This design comes from an exercise in tuning for small area and a short achievable clock period on the open sky130 flow, not from production work. RTL that was checked went through simulation tests only; none was proved equivalent to the original. Only the layout flow was run in run 3; the RTL was not checked for function there. Power figures rest on the tool's default switching activity, not on a simulated workload.

[flow/flow/run.sh]
#!/bin/bash
# The standard layout (standard.sh) with these changes:
# repair_timing aims for a setup margin of 11.05 ns, ports get buf_2
# buffers, and Yosys maps no full or half adder cells (ADDER_MAP_FILE is
# empty, so ABC maps the adders as plain logic). ABC maps with
# flow/abc_area.script (a copy of ORFS's scripts folder is made here and
# only that file replaced).
# make's output goes to flow_make.log here; each ORFS step logs under orfs/logs.
set -euo pipefail
rm -rf scripts_copy
cp -r "$FLOW_HOME/scripts" scripts_copy
cp flow/abc_area.script scripts_copy/abc_area.script
sed -e "s|SETUP_SLACK_MARGIN=[0-9.]*|SETUP_SLACK_MARGIN=11.05 'BUFFER_PORTS_ARGS=-buffer_cell sky130_fd_sc_hd__buf_2' ADDER_MAP_FILE= SCRIPTS_DIR=$PWD/scripts_copy|" standard.sh > my_standard.sh
bash my_standard.sh > flow_make.log 2>&1
[flow/flow/abc_area.script]
strash
dch
map -a -B 0.9
topo
stime -c
buffer -c
upsize -c
dnsize -c
[flow/standard.sh]
#!/bin/bash
# synth_recipe.tcl (not shown) runs the flow's synth.tcl, then flattens the netlist and writes it again
# the make line also repeats each setting of config.mk as NAME=value (left out here)
make -C /OpenROAD-flow-scripts/flow DESIGN_CONFIG=/design/flow/config.mk WORK_HOME=/design/flow/orfs CLKGATE_MAP_FILE= SYNTH_SCRIPT=/design/flow/synth_recipe.tcl "${@:-finish}"
[flow/config.mk]
export PLATFORM = sky130hd
export DESIGN_NAME = cordic
export DESIGN_NICKNAME = cordic
export VERILOG_FILES = /design/flow/design.v
export SDC_FILE = /design/flow/constraint.sdc
export NUM_CORES = 4
export LEC_CHECK = 0
export ABC_AREA = 1
export CAP_MARGIN = 20
export CORE_MARGIN = 2
export CORE_UTILIZATION = 50
export CTS_BUF_LIST = sky130_fd_sc_hd__clkbuf_8
export SETUP_SLACK_MARGIN = 0.5
export SLEW_MARGIN = 20
[flow/constraint.sdc]
create_clock -name core_clock -period 15.0 [get_ports {clock}]
set_input_delay 3.0000 -clock core_clock [delete_from_list [all_inputs] [get_ports {clock}]]
set_output_delay 3.0000 -clock core_clock [all_outputs]
set_load 0.01 [all_outputs]
[flow/design.v]
module cordic(CosX,SinX,theta,Sign,clock,reset);
	output [16:0] CosX,SinX;
	input  [15:0] theta;
	input  Sign,clock,reset;
	reg [15:0] X;
	reg [16:0] Y;              
	reg [13:0] Z;              
	reg        zsr;            
	reg        S;              
	reg [3:0]  sh;             
	wire zs = zsr;
	wire last = (sh == 4'd14);
	wire [13:0] atan =
		(sh == 4'd1)  ? 14'd3593 : (sh == 4'd2)  ? 14'd1824 :
		(sh == 4'd3)  ? 14'd916  : (sh == 4'd4)  ? 14'd458  :
		(sh == 4'd5)  ? 14'd229  : (sh == 4'd6)  ? 14'd115  :
		(sh == 4'd7)  ? 14'd57   : (sh == 4'd8)  ? 14'd29   :
		(sh == 4'd9)  ? 14'd14   : (sh == 4'd10) ? 14'd7    :
		(sh == 4'd11) ? 14'd4    : (sh == 4'd12) ? 14'd2    :
		(sh == 4'd13) ? 14'd1    : 14'd0;
	wire first = (sh == 4'd0);
	wire [13:0] zop = first ? (zs ? -14'd4720 : -14'd18322) : (atan ^ {14{~zs}});
	wire zci = first ? ~S : ~zs;
	wire b = X[15];
	wire ysame = Y[16] ? &Y[2:0] : ~|Y[15:0];   
	wire yneg = Y[16] ^ (ysame & b & (Y[16] ^ zs));
	wire yzero = ysame & (Y[16] ? (b & ~zs) : ~b);
	wire neg = last & yneg;
	wire ssign = (yneg ^ S) & ~yzero;
	wire [16:0] yx = Y ^ {17{~zs}};
	wire [32:0] yext = {{17{yx[16]}}, yx[16:1]} >> sh;
	wire [15:0] yop = yext[15:0];
	wire [15:0] xx = X ^ {16{zs}};
	wire fillx = zs & ~neg;
	wire [32:0] xext = {{18{fillx}}, xx[15:1] ^ {neg, 14'd0}} >> sh;
	wire [16:0] xop = xext[16:0];
	wire [15:0] ylow = Y[15:0] & ~(16'hFFFE << sh);
	wire yc = Y[16] & (|ylow);
	wire cx = yc ^ ~zs;
	wire cy = zs;
	wire [16:0] ya = {Y[16:3], Y[2:0] ^ {3{neg}}};
	wire [15:0] SumX; addx ax(.a(X), .b(yop), .ci(cx), .s(SumX));
	wire [16:0] SumY; addy ay(.a(ya), .b(xop), .ci(cy), .s(SumY));
	wire [13:0] SumZ; addz az(.a(Z), .b(zop), .ci(zci), .s(SumZ));
	wire t45 = theta[13] & theta[11] & theta[10] & theta[8];
	always @(posedge clock)
		if (reset) begin
			sh <= 4'd0;
			X <= 16'h9B74;
			Y <= 17'h09B74;
			Z <= theta[13:0];
			zsr <= Sign | ~t45;
			S <= Sign;
		end else begin
			sh <= sh + 4'd1;
			X <= SumX;
			Y <= {last ? ssign : SumY[16], SumY[15:3] & {13{~neg}}, SumY[2:0]};
			Z <= SumZ;
			zsr <= SumZ[13];
		end
	assign CosX = {1'b0, X};
	assign SinX = Y;
endmodule
module addx(input [15:0] a, input [15:0] b, input ci, output [15:0] s);
  wire [15:0] p = a ^ b;
  wire [15:0] g = a & b;
  wire g0c = g[0] | (p[0] & ci);
  wire gn1 = g[1] | (p[1] & g0c);
  wire gn2 = g[3] | (p[3] & g[2]);
  wire pn2 = p[3] & p[2];
  wire gn3 = g[5] | (p[5] & g[4]);
  wire pn3 = p[5] & p[4];
  wire gn4 = g[7] | (p[7] & g[6]);
  wire pn4 = p[7] & p[6];
  wire gn5 = g[9] | (p[9] & g[8]);
  wire pn5 = p[9] & p[8];
  wire gn6 = g[11] | (p[11] & g[10]);
  wire pn6 = p[11] & p[10];
  wire gn7 = g[13] | (p[13] & g[12]);
  wire pn7 = p[13] & p[12];
  wire gn8 = g[15] | (p[15] & g[14]);
  wire pn8 = p[15] & p[14];
  wire gn9 = gn2 | (pn2 & gn1);
  wire gn10 = gn4 | (pn4 & gn3);
  wire pn10 = pn4 & pn3;
  wire gn11 = gn6 | (pn6 & gn5);
  wire pn11 = pn6 & pn5;
  wire gn12 = gn8 | (pn8 & gn7);
  wire pn12 = pn8 & pn7;
  wire gn13 = gn10 | (pn10 & gn9);
  wire gn14 = gn12 | (pn12 & gn11);
  wire pn14 = pn12 & pn11;
  wire gn15 = gn14 | (pn14 & gn13);
  wire gn16 = gn11 | (pn11 & gn13);
  wire gn17 = gn3 | (pn3 & gn9);
  wire gn18 = gn5 | (pn5 & gn13);
  wire gn19 = gn7 | (pn7 & gn16);
  wire gn20 = g[2] | (p[2] & gn1);
  wire gn21 = g[4] | (p[4] & gn9);
  wire gn22 = g[6] | (p[6] & gn17);
  wire gn23 = g[8] | (p[8] & gn13);
  wire gn24 = g[10] | (p[10] & gn18);
  wire gn25 = g[12] | (p[12] & gn16);
  wire gn26 = g[14] | (p[14] & gn19);
  wire [15:0] c = {gn26, gn19, gn25, gn16, gn24, gn18, gn23, gn13, gn22, gn17, gn21, gn9, gn20, gn1, g0c, ci};
  assign s = p ^ c;
endmodule
module addy(input [16:0] a, input [16:0] b, input ci, output [16:0] s);
  wire [16:0] p = a ^ b;
  wire [16:0] g = a & b;
  wire g0c = g[0] | (p[0] & ci);
  wire gn1 = g[1] | (p[1] & g0c);
  wire gn2 = g[3] | (p[3] & g[2]);
  wire pn2 = p[3] & p[2];
  wire gn3 = g[5] | (p[5] & g[4]);
  wire pn3 = p[5] & p[4];
  wire gn4 = g[7] | (p[7] & g[6]);
  wire pn4 = p[7] & p[6];
  wire gn5 = g[9] | (p[9] & g[8]);
  wire pn5 = p[9] & p[8];
  wire gn6 = g[11] | (p[11] & g[10]);
  wire pn6 = p[11] & p[10];
  wire gn7 = g[13] | (p[13] & g[12]);
  wire pn7 = p[13] & p[12];
  wire gn8 = g[15] | (p[15] & g[14]);
  wire pn8 = p[15] & p[14];
  wire gn9 = gn2 | (pn2 & gn1);
  wire gn10 = gn4 | (pn4 & gn3);
  wire pn10 = pn4 & pn3;
  wire gn11 = gn6 | (pn6 & gn5);
  wire pn11 = pn6 & pn5;
  wire gn12 = gn8 | (pn8 & gn7);
  wire pn12 = pn8 & pn7;
  wire gn13 = gn10 | (pn10 & gn9);
  wire gn14 = gn12 | (pn12 & gn11);
  wire pn14 = pn12 & pn11;
  wire gn15 = gn14 | (pn14 & gn13);
  wire gn16 = gn11 | (pn11 & gn13);
  wire gn17 = gn3 | (pn3 & gn9);
  wire gn18 = gn5 | (pn5 & gn13);
  wire gn19 = gn7 | (pn7 & gn16);
  wire gn20 = g[2] | (p[2] & gn1);
  wire gn21 = g[4] | (p[4] & gn9);
  wire gn22 = g[6] | (p[6] & gn17);
  wire gn23 = g[8] | (p[8] & gn13);
  wire gn24 = g[10] | (p[10] & gn18);
  wire gn25 = g[12] | (p[12] & gn16);
  wire gn26 = g[14] | (p[14] & gn19);
  wire gn27 = g[16] | (p[16] & gn15);
  wire [16:0] c = {gn15, gn26, gn19, gn25, gn16, gn24, gn18, gn23, gn13, gn22, gn17, gn21, gn9, gn20, gn1, g0c, ci};
  assign s = p ^ c;
endmodule
module addz(input [13:0] a, input [13:0] b, input ci, output [13:0] s);
  wire [13:0] p = a ^ b;
  wire [13:0] g = a & b;
  wire g0c = g[0] | (p[0] & ci);
  wire gn1 = g[1] | (p[1] & g0c);
  wire gn2 = g[3] | (p[3] & g[2]);
  wire pn2 = p[3] & p[2];
  wire gn3 = g[5] | (p[5] & g[4]);
  wire pn3 = p[5] & p[4];
  wire gn4 = g[7] | (p[7] & g[6]);
  wire pn4 = p[7] & p[6];
  wire gn5 = g[9] | (p[9] & g[8]);
  wire pn5 = p[9] & p[8];
  wire gn6 = g[11] | (p[11] & g[10]);
  wire pn6 = p[11] & p[10];
  wire gn7 = g[13] | (p[13] & g[12]);
  wire pn7 = p[13] & p[12];
  wire gn8 = gn2 | (pn2 & gn1);
  wire gn9 = gn4 | (pn4 & gn3);
  wire pn9 = pn4 & pn3;
  wire gn10 = gn6 | (pn6 & gn5);
  wire pn10 = pn6 & pn5;
  wire gn11 = gn9 | (pn9 & gn8);
  wire gn12 = gn10 | (pn10 & gn11);
  wire gn13 = gn3 | (pn3 & gn8);
  wire gn14 = gn5 | (pn5 & gn11);
  wire gn15 = gn7 | (pn7 & gn12);
  wire gn16 = g[2] | (p[2] & gn1);
  wire gn17 = g[4] | (p[4] & gn8);
  wire gn18 = g[6] | (p[6] & gn13);
  wire gn19 = g[8] | (p[8] & gn11);
  wire gn20 = g[10] | (p[10] & gn14);
  wire gn21 = g[12] | (p[12] & gn12);
  wire [13:0] c = {gn21, gn12, gn20, gn14, gn19, gn11, gn18, gn13, gn17, gn8, gn16, gn1, g0c, ci};
  assign s = p ^ c;
endmodule
==> results.txt, run 1 <==
* Outcome: complete, no violations
* Syn. warnings at 2
* Max_cap viols at 0
* Root Driver: clkbuf_8
* WP data arrival at around 4600 ps
* Area of the die at between 10,000 and 15,000 µm²
* Final Max Tran Viols at 0
* Clock latency (worst-skew pair) at between 300 and 400 ps
* CP endpoint kind: flip-flop
* CTS Hold Bufs at 0
* VDD IR max at roughly 0.16 mV
* Ys async rst share at 0
* Clock Skews at about 11 ps
* Drt first-iter violations at 678
* Post-DRT Antenna Nets at 0
* Final HPWL DP at 11,410 µm
* Sequential share of the synthesized area at 0.2063
* Final Util at 0.7217
* Yosys reg bits at 53
* Die X at about 110 µm
* Critical-path maximum fanout at 3
* Most frequent CP cell: o21ai_2
* CTS H-Tree Depth at 2
* Final setup TNS at 0 ps
* CP peak stage delay at 350 ps
* Vias in the first global route at ~5,700
* First-pass DRT Iterations at 5
* PortBufs at 49
* Dpl cells at 997
* Core ar. at about 10,000 µm²
* Worst-path clk slew at 100 ps
* Final worst-path cycle share at 0.2902
* Power per cell area at 262.0 nW/µm²
* Total wire length at around 19,000 µm
* CP required at 15,210 ps
* Worst slack, placed at ~10000 ps
* Global-route wire length before repair at ~28,000 µm
* RePlAce Congestion at ~0.91
* Leak at approximately 3.6 nW
* Placed Area at between 5000 and 6000 µm²
* Layout cells sized above 1 at 0.3600
* # rows at 37
* # DRC at 0
* Die Y at 105.9 µm
* Achievable Freq at ~230 MHz
* Slowest cell on the critical path: dfxtp_2
* Clk sinks at 53
* Final setup viols at 0
* CTS max path bufs at 2
* Post-route setup slack at around 11,000 ps
* Fin area at 7351 µm²
* # IOs at 53
* Commonest non-fill, non-tap cell in the layout: nand2_1
* Num CTS Buffers at 5
* Largest net degree at the start of global routing at 41
* Initial antenna violation count at 0
* CP Launch Type: flip-flop
* RSZ-0062 raised after global routing: yes
* Most frequent cells in the layout: 178 x nand2_1, 101 x nor2_1, 98 x buf_4
* Via count at 6,292
* Starting Density at 0.5098
* Post-route minimum period at ~4400 ps
* Synthesis-to-layout area growth at 41.57%
* Mapped Cells at between 800 and 900
* Nets at roughly 1,000
* Post-Layout Cell Count at 1,136
* Diodes inserted at 0
* CTS tree: yes
* Type of the most critical hold path: reg -> reg
* Hold Violations, Final at 0
* Post-DR wirelength/cell at 16.44 µm
* Avg Cell Area, Syn at approximately 6.2 µm²
* Top_reg_cell synth: dfxtp_1
* Mapped Nets at 861
* Grt total ovfl at 0
* Distinct cells, synth at 59
* Routed vias/inst at about 5.5
* CP Class: reg -> reg
* Global router's overall resource usage at 0.3139
* Post-synth EDFFs at 1
* Mapped Area at 5192 µm²
## where the power goes
part	leakage [nW]	internal [mW]	switching, mW	total [mW]
clock	0.0626	0.0539	0.0514	0.105
combinational	3.10	0.708	0.829	1.54
sequential	0.451	0.213	0.0706	0.284
## through the flow
step                hold slack, ps  power (mW)
floorplan                    583.9       1.075
global placement             562.9       1.264
detailed placement           588.1       1.289
CTS                          620.3       1.653
global route                 698.6       2.076
finish                       620.4       1.926
## flip-flops by register name, indices dropped and copies added (netlist names)
signal  count
sh          4
zsr         1
Z          14
S           1
Y          17
X          16
## area by class of cell
cell class,instances,area (µm²)
flip-flops and latches,53,1141
clock buffers,6,82.58
clock inverters,2,33.78
inverters,107,454.2
fillers,855,2834
multi-input cells,647,3915
repair buffers,183,1540
well taps,136,170.2
repair inverters,2,13.76
## layer usage
layer / GRT usage / vias up / wire length (µm)
met5: 0 / - / 0
met4: 0.09962 / 0 / 726
met3: 0.04721 / 72 / 1636
met2: 0.5456 / 310 / 8924
met1: 0.3996 / 2878 / 7392
li1: - / 3032 / -
## cells by family (layout without fill, tap and decap cells)
kind of cell / after synthesis / after routing / share of synthesized area
adder cells (fa/ha/maj): 2 / 2 / 0.004337
other: 1 / 1 / 0.0007222
multiplexers: 8 / 8 / 0.01542
buffers and inverters: 142 / 300 / 0.1145
flip-flops: 53 / 53 / 0.2063
XOR/XNOR: 73 / 73 / 0.1246
AND/OR/NAND/NOR: 377 / 377 / 0.3130
AO/OA/AOI/OAI: 186 / 186 / 0.2212
## worst max-delay path: cells and delay by family, from the launching register on
family | cells | cell delay [ps]
simple gates | 19 | 1970
compound gates | 9 | 1340
flops | 1 | 350
buf+inv | 5 | 330
xor+xnor | 2 | 250
## timing repair
item                                    CTS  global route
endpoints found under the setup margin   46            37
pin swaps                                20            44
gates resized for setup                 113           102
buffers inserted                         81            44
cloned                                    5             1
## cells in the mapped netlist, drive strengths merged, types with 2 or more instances
cell | n | area, µm²
mux2i | 8 | 80.08
a22o | 7 | 61.31
o21bai | 2 | 15.01
o221ai | 7 | 61.31
nor2 | 142 | 636.9
buf | 23 | 147.6
a21oi | 41 | 216.5
nor4 | 5 | 31.28
o21ai | 97 | 515.5
inv | 107 | 401.6
nand3 | 11 | 60.06
nand4 | 7 | 50.05
or2 | 2 | 12.52
xor2 | 50 | 445.4
dfxtp | 52 | 1041
a31oi | 3 | 25.02
a211oi | 2 | 15.01
a211o | 2 | 17.52
o211ai | 6 | 50.05
o31ai | 4 | 43.79
maj3 | 2 | 22.52
nor3 | 10 | 55.05
clkbuf | 12 | 45.04
nand2 | 195 | 742.0
and2 | 3 | 18.77
a22oi | 2 | 15.01
o22ai | 5 | 31.28
xnor2 | 23 | 201.4
## worst paths after layout
path | start | to | slack, ps | cells past startpoint
min | X[0] | X[0] | 620 | 2
min reg2reg | X[0] | X[0] | 620 | 2
max reg2reg | Y[0] | Y[15] | 10650 | 35
max | Y[0] | Y[15] | 10650 | 35
==> inputs of run 2 (changes only) <==
--- a/flow/design.v
+++ b/flow/design.v
@@ -21,12 +21,8 @@
 	wire first = (sh == 4'd0);
 	wire [13:0] zop = first ? (zs ? -14'd4720 : -14'd18322) : (atan ^ {14{~zs}});
 	wire zci = first ? ~S : ~zs;
-	wire b = X[15];
-	wire ysame = Y[16] ? &Y[2:0] : ~|Y[15:0];   
-	wire yneg = Y[16] ^ (ysame & b & (Y[16] ^ zs));
-	wire yzero = ysame & (Y[16] ? (b & ~zs) : ~b);
-	wire neg = last & yneg;
-	wire ssign = (yneg ^ S) & ~yzero;
+	wire neg = last & Y[16];
+	wire ssign = Y[16] ^ S;
 	wire [16:0] yx = Y ^ {17{~zs}};
 	wire [32:0] yext = {{17{yx[16]}}, yx[16:1]} >> sh;
 	wire [15:0] yop = yext[15:0];
@@ -34,8 +30,8 @@
 	wire fillx = zs & ~neg;
 	wire [32:0] xext = {{18{fillx}}, xx[15:1] ^ {neg, 14'd0}} >> sh;
 	wire [16:0] xop = xext[16:0];
-	wire [15:0] ylow = Y[15:0] & ~(16'hFFFE << sh);
-	wire yc = Y[16] & (|ylow);
+	wire [5:0] ylow = Y[5:0] & ~(6'h3E << sh);
+	wire yc = Y[16] & ((sh >= 4'd6) | (|ylow));
 	wire cx = yc ^ ~zs;
 	wire cy = zs;
 	wire [16:0] ya = {Y[16:3], Y[2:0] ^ {3{neg}}};
@@ -153,36 +149,21 @@
 module addz(input [13:0] a, input [13:0] b, input ci, output [13:0] s);
   wire [13:0] p = a ^ b;
   wire [13:0] g = a & b;
-  wire g0c = g[0] | (p[0] & ci);
-  wire gn1 = g[1] | (p[1] & g0c);
-  wire gn2 = g[3] | (p[3] & g[2]);
-  wire pn2 = p[3] & p[2];
-  wire gn3 = g[5] | (p[5] & g[4]);
-  wire pn3 = p[5] & p[4];
-  wire gn4 = g[7] | (p[7] & g[6]);
-  wire pn4 = p[7] & p[6];
-  wire gn5 = g[9] | (p[9] & g[8]);
-  wire pn5 = p[9] & p[8];
-  wire gn6 = g[11] | (p[11] & g[10]);
-  wire pn6 = p[11] & p[10];
-  wire gn7 = g[13] | (p[13] & g[12]);
-  wire pn7 = p[13] & p[12];
-  wire gn8 = gn2 | (pn2 & gn1);
-  wire gn9 = gn4 | (pn4 & gn3);
-  wire pn9 = pn4 & pn3;
-  wire gn10 = gn6 | (pn6 & gn5);
-  wire pn10 = pn6 & pn5;
-  wire gn11 = gn9 | (pn9 & gn8);
-  wire gn12 = gn10 | (pn10 & gn11);
-  wire gn13 = gn3 | (pn3 & gn8);
-  wire gn14 = gn5 | (pn5 & gn11);
-  wire gn15 = gn7 | (pn7 & gn12);
-  wire gn16 = g[2] | (p[2] & gn1);
-  wire gn17 = g[4] | (p[4] & gn8);
-  wire gn18 = g[6] | (p[6] & gn13);
-  wire gn19 = g[8] | (p[8] & gn11);
-  wire gn20 = g[10] | (p[10] & gn14);
-  wire gn21 = g[12] | (p[12] & gn12);
-  wire [13:0] c = {gn21, gn12, gn20, gn14, gn19, gn11, gn18, gn13, gn17, gn8, gn16, gn1, g0c, ci};
-  assign s = p ^ c;
+  wire [14:0] c;
+  assign c[0] = ci;
+  assign c[1] = g[0] | (p[0] & c[0]);
+  assign c[2] = g[1] | (p[1] & c[1]);
+  assign c[3] = g[2] | (p[2] & c[2]);
+  assign c[4] = g[3] | (p[3] & c[3]);
+  assign c[5] = g[4] | (p[4] & c[4]);
+  assign c[6] = g[5] | (p[5] & c[5]);
+  assign c[7] = g[6] | (p[6] & c[6]);
+  assign c[8] = g[7] | (p[7] & c[7]);
+  assign c[9] = g[8] | (p[8] & c[8]);
+  assign c[10] = g[9] | (p[9] & c[9]);
+  assign c[11] = g[10] | (p[10] & c[10]);
+  assign c[12] = g[11] | (p[11] & c[11]);
+  assign c[13] = g[12] | (p[12] & c[12]);
+  assign c[14] = g[13] | (p[13] & c[13]);
+  assign s = p ^ c[13:0];
 endmodule
==> flow/flow/run.sh (replaced) <==
#!/bin/bash
# The standard layout (standard.sh) with these changes:
# repair_timing aims for a setup margin of 11.05 ns, ports get buf_2
# buffers, and Yosys maps no full or half adder cells (ADDER_MAP_FILE is
# empty, so ABC maps the adders as plain logic).
# make's output goes to flow_make.log here; each ORFS step logs under orfs/logs.
set -euo pipefail

sed -e "s|SETUP_SLACK_MARGIN=[0-9.]*|SETUP_SLACK_MARGIN=11.05 'BUFFER_PORTS_ARGS=-buffer_cell sky130_fd_sc_hd__buf_2' ADDER_MAP_FILE=|" standard.sh > my_standard.sh
bash my_standard.sh > flow_make.log 2>&1
removed: flow/flow/abc_area.script
==> run 2 against run 1 <==
Net effect:
- flip-flop and latch count stayed put
- global-route usage decreased by 4.8 points
- core utilization shrank 16 points
- sequential power down 6%
- power fell by 23%
- cell area is 22% lower
- still clean
- combinational power is 28% lower
- critical path type is now reg -> out
- fmax increased by 12%
- via count fell by 11%
==> results.txt, run 2 <==
* Outcome: complete, no violations
* Fin area at roughly 5700 µm²
* Via count at approximately 5,600
* Worst slack, placed at just under 10,000 ps
* Relative slew slack at 0.6546
* Achievable Freq at about 260 MHz
* CTS Hold Bufs at 0
* Top-area cell type share of the netlist area at 0.1989
* Worst slew pin tran at 518.2 ps
* CP Class: reg -> out
* # IOs at 53
* Final setup TNS at 0 ps
* Worst hold start: X[14]
* Synthesis-to-layout area growth at 9.823%
* Type of the most critical hold path: reg -> reg
* Total wire length at 15,050 µm
* CP peak stage delay at slightly above 400 ps
* Most frequent cells after synthesis: 244 x nand2_1, 92 x inv_1, 72 x o21ai_0
* CP endpoint kind: output port
* Die Y at roughly 110 µm
* CP Launch Type: flip-flop
* Clock Skews at between 9 and 10 ps
* VDD IR max at ~0.14 mV
* Nets at 911
* Final Util at 0.5619
* Hold Violations, Final at 0
* WP data arrival at ~900 ps
* Commonest non-fill, non-tap cell in the layout: nand2_1
* Vias in the first global route at 5,082
* Diodes inserted at 0
* Most flop-heavy register: Y
* # DRC at 0
* Count leader, synth: nand2_1
* Most frequent cells in the layout: 243 x nand2_1, 89 x inv_1, 72 x o21ai_0
* Post-synth EDFFs at 1
* Starting Density at 0.5117
* Biggest area consumer among synthesized cells: dfxtp_1
* CTS max path bufs at 2
* Post-DRT Antenna Nets at 0
* Grt total ovfl at 0
* Leak at between 2 and 3 nW
* Max_cap viols at 0
* Largest registers: Y x17, X x16, Z x14
* Synth area leaders: dfxtp_1 20%, nand2_1 17%, o21ai_0 6.9%, xor2_1 6.9%, inv_1 6.6%
* # rows at 37
* Final setup viols at 0
* CP required at 12,000 ps
* Worst setup path start: Y[7]
* Syn. warnings at 2
* Critical R2R Launch: sh[3]
* Routed vias/inst at ~5.4
* Top_reg_cell synth: dfxtp_1
* Ys async rst share at 0
* RSZ-0062 raised after global routing: yes
* Placed Area at between 5000 and 6000 µm²
* Final worst-path cycle share at 0.2603
* Area of the die at ~11,000 µm²
* Mapped Area at 5235 µm²
* Worst-path clk slew at 110 ps
* CTS H-Tree Depth at 2
* Mapped Nets at 875
* Fillers at between 1,000 and 1,500
* Worst Path Buf+Inv at 1
* Layout cells sized above 1 at 0.1915
* Post-route minimum period at 3904 ps
* Sequential share of the synthesized area at 0.2046
* Yosys reg bits at between 50 and 60
* Initial antenna violation count at 0
* Drt first-iter violations at about 330
* RePlAce Congestion at roughly 0.89
* Critical-path maximum fanout at 4
* Number of flip-flops in the largest register at 17
* Critical path, cell by cell: buf_2
* Global router's overall resource usage at 0.2660
* Distinct cells, synth at 59
* PortBufs at 49
* Final HPWL DP at about 11,000 µm
* Family with the most delay on the worst path: flip-flops
* Mapped Cells at between 800 and 900
* Die X at 106.3 µm
* Clk sinks at 53
* CTS tree: yes
* Largest net degree at the start of global routing at 48
* Post-route setup slack at between 10,000 and 15,000 ps
* Core ar. at ~10,000 µm²
* Final Max Tran Viols at 0
* Global-route wire length before repair at 24,030 µm
* Num CTS Buffers at 5
* Root Driver: clkbuf_8
* Post-DR wirelength/cell at 14.63 µm
* Power per cell area at around 260 nW/µm²
* Clock latency (worst-skew pair) at between 300 and 400 ps
* Slowest cell on the critical path: dfxtp_1
* Avg Cell Area, Syn at approximately 6.1 µm²
* First-pass DRT Iterations at 5
-- run 2: changes by cell type in the layout (fill, tap and decap cells not counted), moves of 11 or more --
cell and delta:
nor2_2 -21, nand2_1 +65, nor2_4 -14, or2_2 +13
buf_4 -87, dfxtp_4 -11, buf_6 -34, nand2_2 +15
nor2_1 -45, nand3_1 +34
-- run 2: worst paths after layout --
check | to | slack [ps] | cells after the start
worst max-delay path | SinX[7] | 11100 | 1
worst min-delay path | X[15] | 600 | 3
worst min register to register | X[15] | 600 | 3
worst max register to register | Y[16] | 11430 | 22
-- run 2: cells by family (layout without fill, tap and decap cells) --
| logic type | Yosys count | count (layout) | synth area share |
|---|---|---|---|
| multiplexers | 11 | 11 | 0.02175 |
| XOR/XNOR | 67 | 67 | 0.1164 |
| buffers and inverters | 136 | 173 | 0.1159 |
| other | 1 | 1 | 0.0007163 |
| flip-flops | 53 | 53 | 0.2046 |
| AO/OA/AOI/OAI | 168 | 168 | 0.1862 |
| AND/OR/NAND/NOR | 420 | 420 | 0.3544 |
-- run 2: what timing repair did --
action,in CTS,in global routing
setup buffers,0,12
setup endpoints to repair,53,32
endpoints found under the hold margin,0,0
resized for setup,19,18
pin swaps,0,1
gates cloned,1,1
-- run 2: stage by stage --
step | hold slack [ps] | power [mW] | cells
after detailed placement | 611.3 | 1.358 | 1007
after global placement | 571.7 | 1.333 | 1007
final | 598.7 | 1.484 | 1029
after global routing | 635.2 | 1.661 | 1029
after CTS | 630.5 | 1.479 | 1016
after floorplan | 521.8 | 1.137 | 856
-- run 2: worst register-to-register path: cells and delay by family (launching register included) --
kind / cells / cell delay, ps
AO/OA/AOI/OAI: 5 / 680
AND/OR/NAND/NOR: 15 / 1720
XOR/XNOR: 2 / 520
flip-flops: 1 / 530
-- run 2: cell type report --
cell class,instances,area [µm²],area share
Timing Repair inverter,2,10.01,0.001741
Clock inverter,2,37.54,0.006529
Timing Repair Buffer,63,370.4,0.06442
Inverter,100,406.6,0.07073
Sequential cell,53,1107,0.1926
Tap cell,136,170.2,0.02960
Multi-Input combinational cell,667,3565,0.6200
Clock buffer,6,82.58,0.01436
-- run 2: power breakdown --
part           switching (mW)  internal, mW
Combinational           0.702         0.406
Clock                  0.0549        0.0544
Sequential             0.0588         0.208
-- run 2: metal layers --
layer | global-route usage | up-vias | wire length (µm)
li1 | - | 2827 | -
met2 | 0.4647 | 148 | 7210
met4 | 0.09117 | 0 | 358
met3 | 0.03188 | 25 | 706
met5 | 0 | - | 0
met1 | 0.3372 | 2573 | 6777
==> inputs of run 3 (changes only) <==
--- a/flow/design.v
+++ b/flow/design.v
@@ -8,6 +8,7 @@
 	reg        zsr;            
 	reg        S;              
 	reg [3:0]  sh;             
+	reg        r1;             
 	wire zs = zsr;
 	wire last = (sh == 4'd14);
 	wire [13:0] atan =
@@ -42,18 +43,24 @@
 	always @(posedge clock)
 		if (reset) begin
 			sh <= 4'd0;
-			X <= 16'h9B74;
-			Y <= 17'h09B74;
 			Z <= theta[13:0];
 			zsr <= Sign | ~t45;
 			S <= Sign;
 		end else begin
 			sh <= sh + 4'd1;
-			X <= SumX;
-			Y <= {last ? ssign : SumY[16], SumY[15:3] & {13{~neg}}, SumY[2:0]};
 			Z <= SumZ;
 			zsr <= SumZ[13];
 		end
+	always @(posedge clock) begin
+		r1 <= reset;
+		if (r1) begin
+			X <= zs ? 16'hE92E : 16'h4DBA;
+			Y <= zs ? 17'h04DBA : 17'h0E92E;
+		end else begin
+			X <= SumX;
+			Y <= {last ? ssign : SumY[16], SumY[15:3] & {13{~neg}}, SumY[2:0]};
+		end
+	end
 	assign CosX = {1'b0, X};
 	assign SinX = Y;
 endmodule
==> flow/flow/run.sh (replaced) <==
#!/bin/bash
# The standard layout (standard.sh) with these changes:
# repair_timing aims for a setup margin of 11.15 ns, ports get buf_2
# buffers, and Yosys maps no full or half adder cells (ADDER_MAP_FILE is
# empty, so ABC maps the adders as plain logic).
# make's output goes to flow_make.log here; each ORFS step logs under orfs/logs.
set -euo pipefail

sed -e "s|SETUP_SLACK_MARGIN=[0-9.]*|SETUP_SLACK_MARGIN=11.15 'BUFFER_PORTS_ARGS=-buffer_cell sky130_fd_sc_hd__buf_2' ADDER_MAP_FILE=|" standard.sh > my_standard.sh
bash my_standard.sh > flow_make.log 2>&1
==> run 3 against run 2 <==
Net effect:
- still clean on timing, DRC and antenna
- synthesized cell count grew 1.4%
- clock-buffer cell count is the same
- final cell count grew 3.3%
- sequential power is essentially flat
- worst hold slack gained 24 ps
- flip-flop and latch count grew 1
- critical endpoint is now SinX[12]
==> results.txt, run 3 <==
* Outcome: complete, no violations
* Hold Violations, Final at 0
* Post-synth EDFFs at 1
* Fillers at roughly 1,100
* Number of flip-flops in the largest register at 17
* # DRC at 0
* Global-route wire length before repair at 24,540 µm
* Pint at between 700 and 800 µW
* Worst path depth at 1
* RSZ-0062 raised after global routing: yes
* Achievable Freq at approximately 260 MHz
* VDD IR max at about 0.13 mV
* Post-route setup slack at 11,170 ps
* Slowest cell on the critical path: dfxtp_4
* Sequential share of power at 0.168
* Overall power at about 1.6 mW
* Post-DRT Antenna Nets at 0
* Worst-path clk slew at approximately 100 ps
* Yosys reg bits at 54
* Mapped Cells at between 800 and 900
* Mapped Area at between 5000 and 6000 µm²
* Count leader, synth: nand2_1
* # rows at 37
* Hold_ws at 622.4 ps
* Final worst-path cycle share at 0.2552
* Seq. cell area at ~1200 µm²
* R2R Setup Slk at ~11,000 ps
* WP data arrival at 830 ps
* CTS tree: yes
* Critical-path maximum fanout at 2
* Root Driver: clkbuf_8
* Routed vias/inst at around 5.3
* Logic pwr share at 0.774
* Die X at ~110 µm
* Biggest area consumer among synthesized cells: dfxtp_1
* RePlAce Congestion at 0.9150
* CP endpoint: SinX[12]
* CP peak stage delay at roughly 370 ps
* Commonest non-fill, non-tap cell in the layout: nand2_1
* Diodes inserted at 0
* Via count at ~5,600
* Worst slew pin tran at 569.2 ps
* Reg-to-Reg End: X[15]
* CP Class: reg -> out
* Reg2Reg Depth at 25
* # IOs at 53
* Final Max Tran Viols at 0
* PortBufs at just under 50
* Initial antenna violation count at 0
* CP Launch Type: flip-flop
* Post-route minimum period at approximately 3800 ps
* Die Y at roughly 110 µm
* Most frequent cells after synthesis: 251 x nand2_1, 93 x inv_1, 54 x o21ai_0
* Worst slack, placed at ~10,000 ps
* Critical R2R Launch: sh[2]
* Clk sinks at 54
* Synth area leaders: dfxtp_1 20%, nand2_1 18%, xor2_1 7.7%, inv_1 6.5%, o21ai_0 5.1%
* Type of the most critical hold path: reg -> reg
* Area of the die at 11,540 µm²
* Clock Skews at 8.318 ps
* Syn. warnings at 2
* Global router's overall resource usage at 0.2678
* Ys async rst share at 0
* Largest net degree at the start of global routing at 52
* First-pass DRT Iterations at 5
* Drt first-iter violations at between 200 and 300
* Top_reg_cell synth: dfxtp_1
* Relative slew slack at 0.6165
* Total wire length at about 15,000 µm
* Final HPWL DP at 11,020 µm
* Most flop-heavy register: Y
* Area of the multi-input gates at between 3000 and 4000 µm²
* Final setup TNS at 0 ps
* Synthesis-to-layout area growth at 14.29%
* Most frequent cells in the layout: 249 x nand2_1, 92 x inv_1, 54 x o21ai_0
* Net Sw Frac at 0.5293
* Dpl cells at a little over 1,000
* Mapped Nets at 887
* Num CTS Buffers at 5
* CTS max path bufs at 2
* Distinct cells, synth at 60
* Leak at ~3.1 nW
* Family with the most delay on the worst path: flip-flops
* Sequential share of the synthesized area at 0.2040
* Final setup viols at 0
* Worst setup path start: Y[12]
* Core ar. at ~10,000 µm²
* CTS H-Tree Depth at 2
* Sw Pwr at 844.5 µW
* Max_cap viols at 0
* Grt total ovfl at 0
* Avg Cell Area, Syn at ~6.2 µm²
* Top-area cell type share of the netlist area at 0.1984
* Nets at roughly 950
* Largest registers: Y x17, X x16, Z x14
* CP required at around 12,000 ps
* Layout cells sized above 1 at 0.2341
* Starting Density at 0.5158
* CP endpoint kind: output port
* Post-DR wirelength/cell at 14.19 µm
* Vias in the first global route at 5,224
* Post-Layout Cell Count at 1,063
* Clock share of power at 0.058
* Power per cell area at 261.0 nW/µm²
* Critical path, cell by cell: buf_6
* Worst Path Buf+Inv at 1
* Clock latency (worst-skew pair) at ~350 ps
==> run 3: how the worst min path moves through the flow <==
stage,cells past startpoint,to,from,slack [ps]
final,4,Z[5],Z[4],620
after global routing,1,sh[0],sh[0],670
after CTS,1,sh[0],sh[0],620
after detailed placement,4,Z[5],Z[4],610
after global placement,2,X[0],X[0],580
after floorplan,1,X[13],r1,490
==> run 3: repair_timing <==
item / in CTS / in global routing
resized for setup: 53 / 31
endpoints found under the setup margin: 59 / 44
setup buffers: 28 / 5
hold buffers: 0 / 0
==> run 3: metrics by stage <==
stage / utilization / instance area [µm²]
floorplan: - / 5349
global route: 0.5895 / 6113
CTS: 0.5726 / 5938
global placement: 0.5344 / 5542
detailed placement: 0.5344 / 5542
finish: 0.5895 / 6113
==> run 3: final cells by class <==
| class | count | share of cell area |
|---|---|---|
| clock inverter | 2 | 0.002047 |
| inverter | 107 | 0.06877 |
| clock buffer | 6 | 0.01351 |
| multi-input combinational | 674 | 0.5954 |
| timing repair buffer | 84 | 0.09967 |
| tap | 136 | 0.02783 |
| sequential | 54 | 0.1928 |
==> run 3: power groups by stage <==
stage          combinational (mW)  clock [mW]  sequential, mW
2_1_floorplan               0.896           0           0.280
3_3_place_gp                 1.09           0           0.277
3_5_place_dp                 1.12           0           0.279
4_1_cts                      1.20      0.0951           0.264
5_1_grt                      1.40      0.0998           0.276
6_report                     1.24      0.0920           0.268
==> run 3: per-layer routing <==
layer / GRT usage / vias to the layer above / routed length [µm]
met5: 0 / - / 0
met4: 0.09158 / 0 / 407
met3: 0.05145 / 32 / 787
met2: 0.4760 / 168 / 7366
met1: 0.3217 / 2548 / 6527
li1: - / 2898 / -
==> run 3: kinds of logic (layout without fill, tap and decap cells) <==
family	Yosys count	count (layout)	share of synthesized area
adders and majority gates	1	1	0.001871
xor gates and xnor gates	72	72	0.1221
AOI/OAI and AO/OA	166	166	0.1832
and+or+nand+nor	426	426	0.3518
DFF	54	54	0.2040
muxes	8	8	0.01567
buffers and inverters	140	199	0.1207
other	1	1	0.0007011
==> inputs of run 4 (changes only) <==
--- a/flow/design.v
+++ b/flow/design.v
@@ -3,13 +3,14 @@
 	input  [15:0] theta;
 	input  Sign,clock,reset;
 	reg [15:0] X;
-	reg [16:0] Y;              
+	reg [15:0] Y;              
+	reg        Ys;             
 	reg [13:0] Z;              
 	reg        zsr;            
 	reg        S;              
 	reg [3:0]  sh;             
-	reg        r1;             
 	wire zs = zsr;
+	wire yn = &Y[15:12];
 	wire last = (sh == 4'd14);
 	wire [13:0] atan =
 		(sh == 4'd1)  ? 14'd3593 : (sh == 4'd2)  ? 14'd1824 :
@@ -22,47 +23,44 @@
 	wire first = (sh == 4'd0);
 	wire [13:0] zop = first ? (zs ? -14'd4720 : -14'd18322) : (atan ^ {14{~zs}});
 	wire zci = first ? ~S : ~zs;
-	wire neg = last & Y[16];
-	wire ssign = Y[16] ^ S;
-	wire [16:0] yx = Y ^ {17{~zs}};
-	wire [32:0] yext = {{17{yx[16]}}, yx[16:1]} >> sh;
+	wire neg = last & yn;
+	wire ssign = yn ^ S;
+	wire [15:0] yx = Y ^ {16{~zs}};
+	wire yfill = yn ^ ~zs;
+	wire [32:0] yext = {{18{yfill}}, yx[15:1]} >> sh;
 	wire [15:0] yop = yext[15:0];
 	wire [15:0] xx = X ^ {16{zs}};
 	wire fillx = zs & ~neg;
 	wire [32:0] xext = {{18{fillx}}, xx[15:1] ^ {neg, 14'd0}} >> sh;
 	wire [16:0] xop = xext[16:0];
 	wire [5:0] ylow = Y[5:0] & ~(6'h3E << sh);
-	wire yc = Y[16] & ((sh >= 4'd6) | (|ylow));
+	wire yc = yn & ((sh >= 4'd6) | (|ylow));
 	wire cx = yc ^ ~zs;
 	wire cy = zs;
-	wire [16:0] ya = {Y[16:3], Y[2:0] ^ {3{neg}}};
+	wire [15:0] ya = {Y[15:3], Y[2:0] ^ {3{neg}}};
 	wire [15:0] SumX; addx ax(.a(X), .b(yop), .ci(cx), .s(SumX));
-	wire [16:0] SumY; addy ay(.a(ya), .b(xop), .ci(cy), .s(SumY));
+	wire [15:0] SumY; addy ay(.a(ya), .b(xop[15:0]), .ci(cy), .s(SumY));
 	wire [13:0] SumZ; addz az(.a(Z), .b(zop), .ci(zci), .s(SumZ));
 	wire t45 = theta[13] & theta[11] & theta[10] & theta[8];
 	always @(posedge clock)
+		Ys <= ssign;
+	always @(posedge clock)
 		if (reset) begin
 			sh <= 4'd0;
+			X <= 16'h9B74;
+			Y <= 16'h9B74;
 			Z <= theta[13:0];
 			zsr <= Sign | ~t45;
 			S <= Sign;
 		end else begin
 			sh <= sh + 4'd1;
+			X <= SumX;
+			Y <= {SumY[15:3] & {13{~neg}}, SumY[2:0]};
 			Z <= SumZ;
 			zsr <= SumZ[13];
 		end
-	always @(posedge clock) begin
-		r1 <= reset;
-		if (r1) begin
-			X <= zs ? 16'hE92E : 16'h4DBA;
-			Y <= zs ? 17'h04DBA : 17'h0E92E;
-		end else begin
-			X <= SumX;
-			Y <= {last ? ssign : SumY[16], SumY[15:3] & {13{~neg}}, SumY[2:0]};
-		end
-	end
 	assign CosX = {1'b0, X};
-	assign SinX = Y;
+	assign SinX = {Ys, Y};
 endmodule
 module addx(input [15:0] a, input [15:0] b, input ci, output [15:0] s);
   wire [15:0] p = a ^ b;
@@ -108,9 +106,9 @@
   wire [15:0] c = {gn26, gn19, gn25, gn16, gn24, gn18, gn23, gn13, gn22, gn17, gn21, gn9, gn20, gn1, g0c, ci};
   assign s = p ^ c;
 endmodule
-module addy(input [16:0] a, input [16:0] b, input ci, output [16:0] s);
-  wire [16:0] p = a ^ b;
-  wire [16:0] g = a & b;
+module addy(input [15:0] a, input [15:0] b, input ci, output [15:0] s);
+  wire [15:0] p = a ^ b;
+  wire [15:0] g = a & b;
   wire g0c = g[0] | (p[0] & ci);
   wire gn1 = g[1] | (p[1] & g0c);
   wire gn2 = g[3] | (p[3] & g[2]);
@@ -149,8 +147,7 @@
   wire gn24 = g[10] | (p[10] & gn18);
   wire gn25 = g[12] | (p[12] & gn16);
   wire gn26 = g[14] | (p[14] & gn19);
-  wire gn27 = g[16] | (p[16] & gn15);
-  wire [16:0] c = {gn15, gn26, gn19, gn25, gn16, gn24, gn18, gn23, gn13, gn22, gn17, gn21, gn9, gn20, gn1, g0c, ci};
+  wire [15:0] c = {gn26, gn19, gn25, gn16, gn24, gn18, gn23, gn13, gn22, gn17, gn21, gn9, gn20, gn1, g0c, ci};
   assign s = p ^ c;
 endmodule
 module addz(input [13:0] a, input [13:0] b, input ci, output [13:0] s);
==> run 4 against run 3 <==
Net effect:
- still clean
- flip-flop and latch count down 1
- synthesized cell count down 1.2%
- combinational power about the same
- fmax up 0.28%
- non-clock buffer count up 15
- global-route usage up 0.71 points
- final cell count up 0.56%
- power down 2.3%
- via count up 0.27%
- die area down 3.0%
- largest cell class unchanged
- largest power group unchanged
==> results.txt, run 4 <==
* Final Max Tran Viols at 0
* Starting Density at 0.5091
* Diodes inserted at 0
* Num CTS Buffers at 5
* Die Y at 105.8 µm
* Count leader, synth: nand2_1
* Mapped Nets at between 800 and 900
* Power per cell area at 252.0 nW/µm²
* CTS tree: yes
* RSZ-0062 raised after global routing: no
* Largest net degree at the start of global routing at just under 50
* Final setup viols at 0
* Family with the most delay on the worst path: flip-flops
* Total wire length at approximately 16,000 µm
* Global router's overall resource usage at 0.2749
* Leak at around 3.2 nW
* CTS max path bufs at 2
* Distinct cells, synth at 53
* Yosys reg bits at 53
* Critical path, cell by cell: buf_2
* RePlAce Congestion at 0.9272
* Routed vias/inst at about 5.3
* Reg2Reg Depth at 35
* Nets at roughly 950
* Critical-path maximum fanout at 2
* Vias in the first global route at 5,294
* CP endpoint: CosX[11]
* Achievable Freq at roughly 260 MHz
* CTS Hold Bufs at 0
* Largest registers: X x16, Y x16, Z x14
* Core ar. at just over 10,000 µm²
* Most frequent cells after synthesis: 250 x nand2_1, 89 x inv_1, 57 x nor2_1
* Post-Layout Cell Count at around 1,100
* Overall power at 1.559 mW
* CP required at between 10,000 and 15,000 ps
* Drt first-iter violations at between 400 and 500
* WP data arrival at slightly above 800 ps
* Slowest cell on the critical path: dfxtp_2
* Worst setup path start: X[11]
* Most frequent cells in the layout: 249 x nand2_1, 88 x inv_1, 56 x nor2_1
* Layout cells sized above 1 at 0.2390
* Worst path depth at 1
* # rows at 37
* Die X at around 110 µm
* Syn. warnings at 2
* Mapped Cells at around 860
* Post-route minimum period at ~3800 ps
* Clock latency (worst-skew pair) at 340 ps
* CTS H-Tree Depth at 2
* Final HPWL DP at about 11,000 µm
* VDD IR max at roughly 0.14 mV
* Root Driver: clkbuf_8
* Global-route wire length before repair at 24,670 µm
* Post-synth EDFFs at 1
* Grt total ovfl at 0
* Outcome: complete, no violations
* Top_reg_cell synth: dfxtp_1
* Final setup TNS at 0 ps
* CP Class: reg -> out
* Clk sinks at between 50 and 60
* Initial antenna violation count at 0
* Ys async rst share at 0
* Post-DRT Antenna Nets at 0
* CP endpoint kind: output port
* Dpl cells at a little over 1,000
* Synthesis-to-layout area growth at 19.28%
* Top-area cell type share of the netlist area at 0.2008
* Via count at around 5,700
* Reg-to-Reg End: zsr
* Worst-path clk slew at 100 ps
* Sequential share of the synthesized area at 0.2066
* Critical R2R Launch: sh[1]
* Area of the die at between 10,000 and 15,000 µm²
* Max_cap viols at 0
* Clock Skews at 11.44 ps
* Mapped Area at a little over 5000 µm²
* Biggest area consumer among synthesized cells: dfxtp_1
* Worst Path Buf+Inv at 1
* Post-DR wirelength/cell at about 15 µm
* # IOs at 53
* Synth area leaders: dfxtp_1 20%, nand2_1 18%, xor2_1 7.8%, inv_1 6.4%, o21ai_0 5.1%
* Avg Cell Area, Syn at 6.043 µm²
* Type of the most critical hold path: reg -> reg
* CP peak stage delay at around 350 ps
* # DRC at 0
* Final worst-path cycle share at 0.2545
* CP Launch Type: flip-flop
* PortBufs at 49
* Hold Violations, Final at 0
* R2R Setup Slk at about 12,000 ps
* Commonest non-fill, non-tap cell in the layout: nand2_1
* First-pass DRT Iterations at 5
[run 4: cell types whose count changed after synthesis, moves of 4 or more]
cell,previous run,this run
inv_1,93,89
mux2i_1,7,12
clkbuf_1,4,10
inv_2,12,16
nor2_1,50,57
nand2_2,32,26
[run 4: layout make-up]
cell class | count | area, µm²
timing repair buffer | 99 | 758.2
multi-input combinational | 665 | 3575
clock buffer | 5 | 68.82
inverter | 107 | 425.4
timing repair inverter | 1 | 5.005
sequential | 53 | 1144
tap | 136 | 170.2
clock inverter | 3 | 38.79
fill | 989 | 4000
[run 4: timing repair]
| action | in CTS | in global routing |
|---|---|---|
| pin swaps | 0 | 3 |
| resized for setup | 48 | 36 |
| buffers inserted | 18 | 25 |
| setup endpoints to repair | 73 | 44 |
| hold endpoints to repair | 0 | 0 |
| gates cloned | 1 | 3 |
[run 4: power by group]
part	switching, mW	internal, mW
combinational	0.742	0.464
clock	0.0536	0.0490
sequential	0.0361	0.213
total	0.832	0.727
[run 4: worst min-delay path by stage]
stage / end / startpoint / cells past startpoint
detailed placement: Ys / S / 2
global route: Ys / S / 2
CTS: Ys / S / 2
finish: Ys / S / 2
global placement: Ys / S / 2
floorplan: Ys / S / 2
[run 4: routing by layer]
metal / part of all wire / track usage / routed length, µm
met1: 0.44 / 0.3459 / 6853
met2: 0.48 / 0.4774 / 7547
met3: 0.055 / 0.04267 / 856
met4: 0.025 / 0.09305 / 392
met5: 0 / 0 / 0
[run 4: per-stage QoR]
stage	hold slack (ps)	area, µm²	setup WS [ps]	utilization
global placement	543.2	5438	10320	0.5339
floorplan	505.3	5186	11150	-
CTS	576.4	5772	11150	0.5667
finish	576.5	6185	11180	0.6072
detailed placement	549.3	5438	10300	0.5339
global route	598.9	6185	11150	0.6072
[run 4: cell families after synthesis]
kind of cell              Yosys count  share of synthesized area
AOI/OAI and AO/OA                 154                     0.1718
and+or+nand+nor                   430                     0.3663
muxes                              12                    0.02317
other                               1                  0.0007232
DFF                                53                     0.2066
xor gates and xnor gates           68                     0.1163
buffers and inverters             140                     0.1151
==> inputs of run 5 (changes only) <==
==> flow/flow/run.sh (replaced) <==
#!/bin/bash
# The standard layout (standard.sh) with these changes:
# repair_timing aims for a setup margin of 11.0 ns, ports get buf_2
# buffers, and Yosys maps no full or half adder cells (ADDER_MAP_FILE is
# empty, so ABC maps the adders as plain logic).
# make's output goes to flow_make.log here; each ORFS step logs under orfs/logs.
set -euo pipefail

sed -e "s|SETUP_SLACK_MARGIN=[0-9.]*|SETUP_SLACK_MARGIN=11.0 'BUFFER_PORTS_ARGS=-buffer_cell sky130_fd_sc_hd__buf_2' ADDER_MAP_FILE=|" standard.sh > my_standard.sh
bash my_standard.sh > flow_make.log 2>&1
==> run 5 against run 4 <==
Net effect:
- routed wire length fell by 3.0%
- fmax fell by 3.4%
- final cell count fell by 3.8%
- non-clock buffer count fell by 41
- power fell by 5.4%
- synthesized cell count did not move
- synthesized area did not move
- critical path depth did not move
- sequential power rose by 5%
- setup slack got worse by 130 ps
==> results.txt, run 5 <==
* Critical R2R Launch: sh[0]
* First-pass DRT Iterations at 6
* Layout cells sized above 1 at 0.1659
* Worst-path clk slew at around 110 ps
* CP required at around 12,000 ps
* Diodes inserted at 0
* Largest family of logic cells by synthesized area: simple AND/OR/NAND/NOR gates
* Clk sinks at 53
* Final HPWL DP at between 10,000 and 15,000 µm
* Synth Area in Adders at 0
* Clock latency (worst-skew pair) at approximately 340 ps
* Synthesis-to-layout area growth at 9.242%
* Mapped Nets at approximately 880
* Die Y at roughly 110 µm
* Final setup viols at 0
* Biggest area consumer among synthesized cells: dfxtp_1
* Via count at about 5,500
* CP Class: reg -> out
* Ys async rst share at 0
* Worst slew pin tran at 582.0 ps
* Most frequent cells in the layout: 250 x nand2_1, 89 x inv_1, 57 x nor2_1
* Avg Cell Area, Syn at ~6.0 µm²
* Synth area leaders: dfxtp_1 20%, nand2_1 18%, xor2_1 7.8%, inv_1 6.4%, o21ai_0 5.1%
* Total wire length at approximately 15,000 µm
* # rows at 37
* Largest registers: X x16, Y x16, Z x14
* Simple-Gate Fraction of Synth Area at 0.3663
* Num CTS Buffers at 5
* Hold Violations, Final at 0
* Post-route minimum period at roughly 4000 ps
* Worst setup path start: Y[2]
* Grt total ovfl at 0
* Mapped Area at 5185 µm²
* Outcome: complete, no violations
* Post-DR wirelength/cell at between 10 and 15 µm
* Final Max Tran Viols at 0
* Syn. warnings at 2
* Max_cap viols at 0
* Yosys reg bits at 53
* # DRC at 0
* Compound-Gate Fraction of Synth Area at 0.1718
* Vias in the first global route at between 5,000 and 6,000
* CTS max path bufs at 2
* CP Launch Type: flip-flop
* Commonest non-fill, non-tap cell in the layout: nand2_1
* Power per cell area at approximately 260 nW/µm²
* Worst hold start: S
* Clock Skews at about 10 ps
* Global router's overall resource usage at 0.2659
* Starting Density at 0.5091
* VDD IR max at 0.1396 mV
* Type of the most critical hold path: reg -> reg
* RSZ-0062 raised after global routing: no
* Family with the most delay on the worst path: flip-flops
* RePlAce Congestion at about 0.90
* Area of the die at 11,200 µm²
* Critical path, cell by cell: buf_2
* Post-DRT Antenna Nets at 0
* Mux cell area share after synthesis at 0.02317
* Fillers at 1,099
* PortBufs at between 40 and 50
* CP peak stage delay at roughly 440 ps
* Final setup TNS at 0 ps
* Relative slew slack at 0.6107
* Hold Path Cell Cnt at 2
* Worst path depth at 1
* Fin area at 5664 µm²
* Die X at about 110 µm
* Core ar. at between 10,000 and 15,000 µm²
* Reg2Reg Depth at 27
* Final worst-path cycle share at 0.2635
* Root Driver: clkbuf_8
* Largest net degree at the start of global routing at 49
* Nets at ~900
* Sequential share of the synthesized area at 0.2066
* Achievable Freq at 253.0 MHz
* CTS tree: yes
* Initial antenna violation count at 0
* Global-route wire length before repair at between 20,000 and 25,000 µm
* Critical-path maximum fanout at 4
* Worst Path Buf+Inv at 1
* Top_reg_cell synth: dfxtp_1
* WP data arrival at between 900 and 1000 ps
* Mapped Cells at about 860
* Count leader, synth: nand2_1
* Distinct cells, synth at 53
* Xor/xnor cell area share of the yosys netlist at 0.1163
* Post-synth EDFFs at 1
* Drt first-iter violations at between 400 and 500
* CP endpoint kind: output port
* Top-area cell type share of the netlist area at 0.2008
* # IOs at 53
* Most frequent cells after synthesis: 250 x nand2_1, 89 x inv_1, 57 x nor2_1
* Slowest cell on the critical path: dfxtp_1
* Placed Area at between 5000 and 6000 µm²
* Routed vias/inst at 5.308
* Leak at roughly 3.0 nW
* CTS H-Tree Depth at 2
## run 5: layer usage
metal | wire length, µm | part of all wire | up-vias | GRT usage
met2 | 7234 | 0.48 | 129 | 0.4783
met3 | 586 | 0.039 | 22 | 0.03092
li1 | - | - | 2805 | -
met5 | 0 | 0 | - | 0
met1 | 7065 | 0.47 | 2501 | 0.3318
met4 | 290 | 0.019 | 0 | 0.07895
## run 5: what timing repair did
action	CTS	global route
pin swaps	0	1
resized for setup	10	13
endpoints found under the setup margin	43	17
hold buffers	0	0
gates cloned	0	2
setup buffers	0	5
## run 5: report_power, final
group | switching, mW | total (mW) | internal (mW)
clock | 0.0546 | 0.104 | 0.0491
combinational | 0.705 | 1.11 | 0.402
sequential | 0.0599 | 0.263 | 0.204
## run 5: tightest hold or removal path, cell delays in order, from the launching register on
cell and delay [ps]:
edfxtp_1 340, inv_1 60, xor2_1 140
## run 5: kinds of logic after synthesis
group | count (synthesis)
AO/OA/AOI/OAI | 154
XOR/XNOR | 68
buffers and inverters | 140
flip-flops | 53
multiplexers | 12
other | 1
AND/OR/NAND/NOR | 430
## run 5: path summary, 6_finish.rpt
| path | to | slack (ps) |
|---|---|---|
| setup / recovery | SinX[2] | 11050 |
| hold / removal | Ys | 570 |
| setup reg to reg | Y[15] | 11340 |
| hold reg to reg | Ys | 570 |
## run 5: metrics by stage
stage	std cells	utilization	hold WS (ps)	setup slack, ps	power (mW)
after global placement	1013	0.5330	542.5	9747	1.314
after floorplan	858	-	505.3	11100	1.114
after detailed placement	1013	0.5330	535.5	9743	1.342
after global routing	1028	0.5561	619.2	11000	1.629
final	1028	0.5561	566.2	11050	1.474
after CTS	1021	0.5457	563.4	11020	1.453
## run 5: final cells by class
type                       instances  area (µm²)  share of cell area
clock buffer                       5       68.82             0.01215
clock inverter                     3       38.79            0.006848
multi-input combinational        665        3525              0.6223
sequential                        53        1086              0.1917
timing repair buffer              58       352.8             0.06229
tap                              136       170.2             0.03004
inverter                         107       417.9             0.07378
timing repair inverter             1       5.005           0.0008836
==> inputs of run 6 (changes only) <==
==> flow/flow/run.sh (replaced) <==
#!/bin/bash
# The standard layout (standard.sh) with these changes:
# repair_timing aims for a setup margin of 11.05 ns, ports get buf_2
# buffers, and Yosys maps no full or half adder cells (ADDER_MAP_FILE is
# empty, so ABC maps the adders as plain logic).
# make's output goes to flow_make.log here; each ORFS step logs under orfs/logs.
set -euo pipefail

sed -e "s|SETUP_SLACK_MARGIN=[0-9.]*|SETUP_SLACK_MARGIN=11.05 'BUFFER_PORTS_ARGS=-buffer_cell sky130_fd_sc_hd__buf_2' ADDER_MAP_FILE=|" standard.sh > my_standard.sh
bash my_standard.sh > flow_make.log 2>&1
==> run 6 against run 5 <==
Net effect:
- synthesized area is the same
- cell area is 0.71% higher
- register-to-register slack about the same
- critical path type unchanged
- largest cell class unchanged
==> results.txt, run 6 <==
* Drt first-iter violations at roughly 370
* Mapped Cells at 858
* Achievable Freq at 255.9 MHz
* Die X at roughly 110 µm
* Final setup viols at 0
* Post-DRT Antenna Nets at 0
* Critical R2R Launch: sh[0]
* Leak at around 3.0 nW
* Synth Area in Adders at 0
* First-pass DRT Iterations at 5
* Outcome: complete, no violations
* Diodes inserted at 0
* Xor/xnor cell area share of the yosys netlist at 0.1163
* Syn. warnings at 2
* Nets at ~910
* Synth area leaders: dfxtp_1 20%, nand2_1 18%, xor2_1 7.8%, inv_1 6.4%, o21ai_0 5.1%
* Vias in the first global route at about 5,000
* Ys async rst share at 0
* Top-area cell type share of the netlist area at 0.2008
* Worst-path clk slew at about 110 ps
* CP peak stage delay at 420 ps
* Most frequent cells after synthesis: 250 x nand2_1, 89 x inv_1, 57 x nor2_1
* Global router's overall resource usage at 0.2664
* Type of the most critical hold path: reg -> reg
* # IOs at 53
* Global-route wire length before repair at about 24,000 µm
* Routed vias/inst at between 5 and 6
* Grt total ovfl at 0
* Family with the most delay on the worst path: flip-flops
* # DRC at 0
* Relative slew slack at 0.6172
* # rows at 37
* Mux cell area share after synthesis at 0.02317
* Post-DR wirelength/cell at between 10 and 15 µm
* Top_reg_cell synth: dfxtp_1
* Worst setup path start: X[2]
* Worst hold start: S
* Met1 WL at between 6000 and 7000 µm
* Clock latency (worst-skew pair) at ~340 ps
* PortBufs at between 40 and 50
* Core ar. at just over 10,000 µm²
* Layout cells sized above 1 at 0.1736
* Largest registers: X x16, Y x16, Z x14
* Max_cap viols at 0
* Final Util at 0.5601
* Mapped Area at just over 5000 µm²
* Area of the die at ~11,000 µm²
* CP required at ~12,000 ps
* Compound-Gate Fraction of Synth Area at 0.1718
* Count leader, synth: nand2_1
* Clock Skews at 10.29 ps
* Yosys reg bits at 53
* Slowest cell on the critical path: dfxtp_1
* Initial antenna violation count at 0
* Critical-path maximum fanout at 4
* Num CTS Buffers at 5
* Starting Density at 0.5091
* Power per cell area at roughly 260 nW/µm²
* Post-synth EDFFs at 1
* Worst Path Buf+Inv at 1
* Most frequent cells in the layout: 250 x nand2_1, 89 x inv_1, 57 x nor2_1
* Critical path, cell by cell: buf_2
* Root Driver: clkbuf_8
* Hold Violations, Final at 0
* Largest family of logic cells by synthesized area: simple AND/OR/NAND/NOR gates
* Final HPWL DP at about 11,000 µm
* Met3 routed WL at roughly 720 µm
* Commonest non-fill, non-tap cell in the layout: nand2_1
* Fillers at roughly 1,100
* Clk sinks at between 50 and 60
* Mapped Nets at between 800 and 900
* Synthesis-to-layout area growth at 10.01%
* Avg Cell Area, Syn at 6.043 µm²
* CTS tree: yes
* Biggest area consumer among synthesized cells: dfxtp_1
* Met2 Wirelength at approximately 7300 µm
* WP data arrival at between 900 and 1000 ps
* Distinct cells, synth at 53
* Final Max Tran Viols at 0
* RePlAce Congestion at ~0.9
* Total wire length at around 15,000 µm
* Via count at between 5,000 and 6,000
* Post-route minimum period at about 3900 ps
* Simple-Gate Fraction of Synth Area at 0.3663
* CTS H-Tree Depth at 2
* Die Y at about 110 µm
* RSZ-0062 raised after global routing: yes
* CP Launch Type: flip-flop
* Largest net degree at the start of global routing at between 40 and 50
* CTS max path bufs at 2
* Final setup TNS at 0 ps
* CP endpoint kind: output port
* Top Layer Used: met4
* Worst slew pin tran at between 500 and 600 ps
* VDD IR max at ~0.14 mV
* CP Class: reg -> out
* Sequential share of the synthesized area at 0.2066
* Final worst-path cycle share at 0.2605
[run 6: cell counts after synthesis]
Identical to the previous run, type by type.
[run 6: metal layers]
metal | vias up | GRT usage
met4 | 0 | 0.07707
met2 | 132 | 0.4783
li1 | 2808 | -
met5 | - | 0
met1 | 2499 | 0.3342
met3 | 18 | 0.03030
[run 6: worst paths after layout]
kind	end	slack (ps)	cells past startpoint
worst max-delay path	CosX[2]	11090	1
worst min-delay path	Ys	570	2
worst max register to register	Y[15]	11350	27
worst min register to register	Ys	570	2
[run 6: worst reg2reg max path: cells and delay by family (launching register included)]
family	cells	cell delay [ps]
AND/OR/NAND/NOR	18	1810
buffers and inverters	4	610
AO/OA/AOI/OAI	4	470
flip-flops	1	460
XOR/XNOR	1	200
[run 6: repair_timing]
item	CTS	global route
setup endpoints to repair	48	22
setup buffers	0	5
resized for setup	15	17
cloned	0	3
pin swaps	0	1
hold buffers	0	0
[run 6: cells by family after synthesis]
family	after synthesis
AOI/OAI and AO/OA	154
xor gates and xnor gates	68
buffers and inverters	140
DFF	53
muxes	12
other	1
and+or+nand+nor	430
[run 6: layout make-up]
| cell class | instances | area (µm²) | share of cell area |
|---|---|---|---|
| multi-input combinational | 665 | 3525 | 0.6179 |
| tap | 136 | 170.2 | 0.02983 |
| clock buffer | 5 | 68.82 | 0.01206 |
| timing repair buffer | 59 | 377.9 | 0.06624 |
| clock inverter | 3 | 38.79 | 0.006800 |
| inverter | 107 | 420.4 | 0.07370 |
| sequential | 53 | 1099 | 0.1926 |
| timing repair inverter | 1 | 5.005 | 0.0008774 |
[run 6: where the power goes]
| part | total, mW | internal [mW] | switching, mW |
|---|---|---|---|
| clock network | 0.104 | 0.0491 | 0.0545 |
| registers | 0.267 | 0.206 | 0.0607 |
| logic | 1.11 | 0.408 | 0.703 |
[run 6: metrics by stage]
stage          area, µm²  total power [mW]  hold WS, ps  worst slack (ps)  std cells
3_3_place_gp        5429             1.314        542.5              9747       1013
5_1_grt             5704             1.639        619.2             11020       1029
6_report            5704             1.481        570.3             11090       1029
4_1_cts             5564             1.455        563.4             11050       1021
3_5_place_dp        5429             1.342        535.5              9743       1013
2_1_floorplan       5185             1.114        505.3             11100        858
==> inputs of run 7 (changes only) <==
--- a/flow/config.mk
+++ b/flow/config.mk
@@ -9,6 +9,6 @@
 export CAP_MARGIN = 20
 export CORE_MARGIN = 2
 export CORE_UTILIZATION = 50
-export CTS_BUF_LIST = sky130_fd_sc_hd__clkbuf_8
+export CTS_BUF_LIST = sky130_fd_sc_hd__clkbuf_16
 export SETUP_SLACK_MARGIN = 0.5
 export SLEW_MARGIN = 20
==> run 7 against run 6 <==
Net effect:
- still clean
- routed wire length up 0.78%
- register-to-register slack about the same
- cell area increased by 0.86%
- combinational power barely moved
- setup slack improved by 8.0 ps
- critical endpoint is now SinX[13]
- highest routed layer unchanged
==> results.txt, run 7 <==
* Critical-path maximum fanout at 5
* Commonest non-fill, non-tap cell in the layout: nand2_1
* Fillers at about 1,100
* Synth Area in Adders at 0
* R2R Setup Slk at around 11,000 ps
* Syn. warnings at 2
* PortBufs at between 40 and 50
* Worst hold start: S
* Avg Cell Area, Syn at just over 6 µm²
* Core ar. at a little over 10,000 µm²
* RePlAce Congestion at 0.9040
* Global-route wire length before repair at 24,050 µm
* Clk sinks at 53
* Most frequent cells after synthesis: 250 x nand2_1, 89 x inv_1, 57 x nor2_1
* Critical R2R Launch: sh[0]
* Diodes inserted at 0
* CTS tree: yes
* Layout cells sized above 1 at 0.1691
* Mapped Nets at 877
* RSZ-0062 raised after global routing: yes
* Post-DRT Antenna Nets at 0
* Leak at ~3 nW
* Final worst-path cycle share at 0.2600
* Mapped Area at just over 5000 µm²
* Vias in the first global route at approximately 5,100
* Compound-Gate Fraction of Synth Area at 0.1718
* Largest net degree at the start of global routing at 49
* Clock latency (worst-skew pair) at around 300 ps
* # IOs at 53
* VDD IR max at between 0.1 and 0.15 mV
* CP required at roughly 12,000 ps
* Type of the most critical hold path: reg -> reg
* Global router's overall resource usage at 0.2671
* Mux cell area share after synthesis at 0.02317
* Xor/xnor cell area share of the yosys netlist at 0.1163
* Final HPWL DP at 11,010 µm
* Outcome: complete, no violations
* Area of the die at ~11,000 µm²
* Reg2Reg Depth at 27
* Routed vias/inst at about 5.3
* Family with the most delay on the worst path: flip-flops
* Power per cell area at approximately 260 nW/µm²
* Drt first-iter violations at 410
* Achievable Freq at approximately 260 MHz
* Hold path endpoint: Ys
* CTS max path bufs at 2
* Yosys reg bits at 53
* Die X at about 110 µm
* # rows at 37
* Largest registers: X x16, Y x16, Z x14
* CP endpoint kind: output port
* Worst slew pin tran at around 570 ps
* Final setup TNS at 0 ps
* Synthesis-to-layout area growth at 10.96%
* Root Driver: clkbuf_16
* Starting Density at 0.5091
* CTS H-Tree Depth at 2
* Worst Path Buf+Inv at 1
* Relative slew slack at 0.6190
* Worst-path clk slew at ~70 ps
* Nets at about 910
* Overall power at about 1.5 mW
* Total wire length at ~15,000 µm
* Clock Skews at 8.643 ps
* Top_reg_cell synth: dfxtp_1
* Most frequent cells in the layout: 250 x nand2_1, 89 x inv_1, 57 x nor2_1
* Sequential share of the synthesized area at 0.2066
* CP Launch Type: flip-flop
* First-pass DRT Iterations at 5
* CP peak stage delay at around 430 ps
* Biggest area consumer among synthesized cells: dfxtp_1
-- run 7: cell counts after synthesis --
No cell type changed its count.
-- run 7: where the power goes --
group          switching [mW]  total, mW  leakage [nW]  internal, mW
Combinational           0.706       1.11          2.50         0.408
Sequential             0.0612      0.266         0.447         0.205
Clock                  0.0569      0.135        0.0850        0.0781
-- run 7: cells by family (layout without fill, tap and decap cells) --
family,Yosys count,count (layout)
and+or+nand+nor,430,430
DFF,53,53
AOI/OAI and AO/OA,154,154
buffers and inverters,140,175
other,1,1
muxes,12,12
xor gates and xnor gates,68,68
-- run 7: worst max-delay path by stage --
stage | slack [ps] | endpoint | from
floorplan | 11100 | Z[11] | reset
global placement | 9750 | Z[13] | reset
detailed placement | 9740 | zsr | reset
CTS | 11080 | SinX[1] | Y[1]
global route | 11010 | zsr | sh[2]
finish | 11100 | SinX[13] | Y[13]
-- run 7: area by class of cell --
type / instances / area, µm² / area share
Clock buffer: 5 / 125.1 / 0.02175
Clock inverter: 3 / 38.79 / 0.006742
Inverter: 107 / 420.4 / 0.07308
Multi-Input combinational cell: 665 / 3525 / 0.6127
Sequential cell: 53 / 1091 / 0.1896
Tap cell: 136 / 170.2 / 0.02958
Timing Repair Buffer: 59 / 377.9 / 0.06568
Timing Repair inverter: 1 / 5.005 / 0.0008699
-- run 7: through the flow --
step / cell area (µm²) / cells / hold WS [ps] / setup slack (ps)
final: 5753 / 1029 / 559.6 / 11100
after global routing: 5753 / 1029 / 612.0 / 11010
after CTS: 5614 / 1021 / 555.3 / 11080
after detailed placement: 5429 / 1013 / 535.5 / 9743
after global placement: 5429 / 1013 / 542.5 / 9747
after floorplan: 5185 / 858 / 505.3 / 11100
-- run 7: what timing repair did --
action,in CTS,in global routing
setup buffers,0,5
gates cloned,0,3
pin swaps,0,1
resized for setup,10,17
setup endpoints to repair,43,22
hold endpoints to repair,0,0
-- run 7: routing by layer --
| metal | GRT usage | vias to the layer above | wire length [µm] |
|---|---|---|---|
| met2 | 0.4774 | 136 | 7276 |
| met1 | 0.3341 | 2511 | 7126 |
| met3 | 0.03463 | 24 | 597 |
| met5 | 0 | - | 0 |
| li1 | - | 2804 | - |
| met4 | 0.07801 | 0 | 293 |

Re-timed with assumed drivers on the ports (clkbuf_16 on the clock, buf_2 on other inputs), run 7 has 11.060 ns of setup slack against 11.100 ns with ideal ports, and 10.905 ns once port delays also move by the mid clock arrival of 0.340 ns.
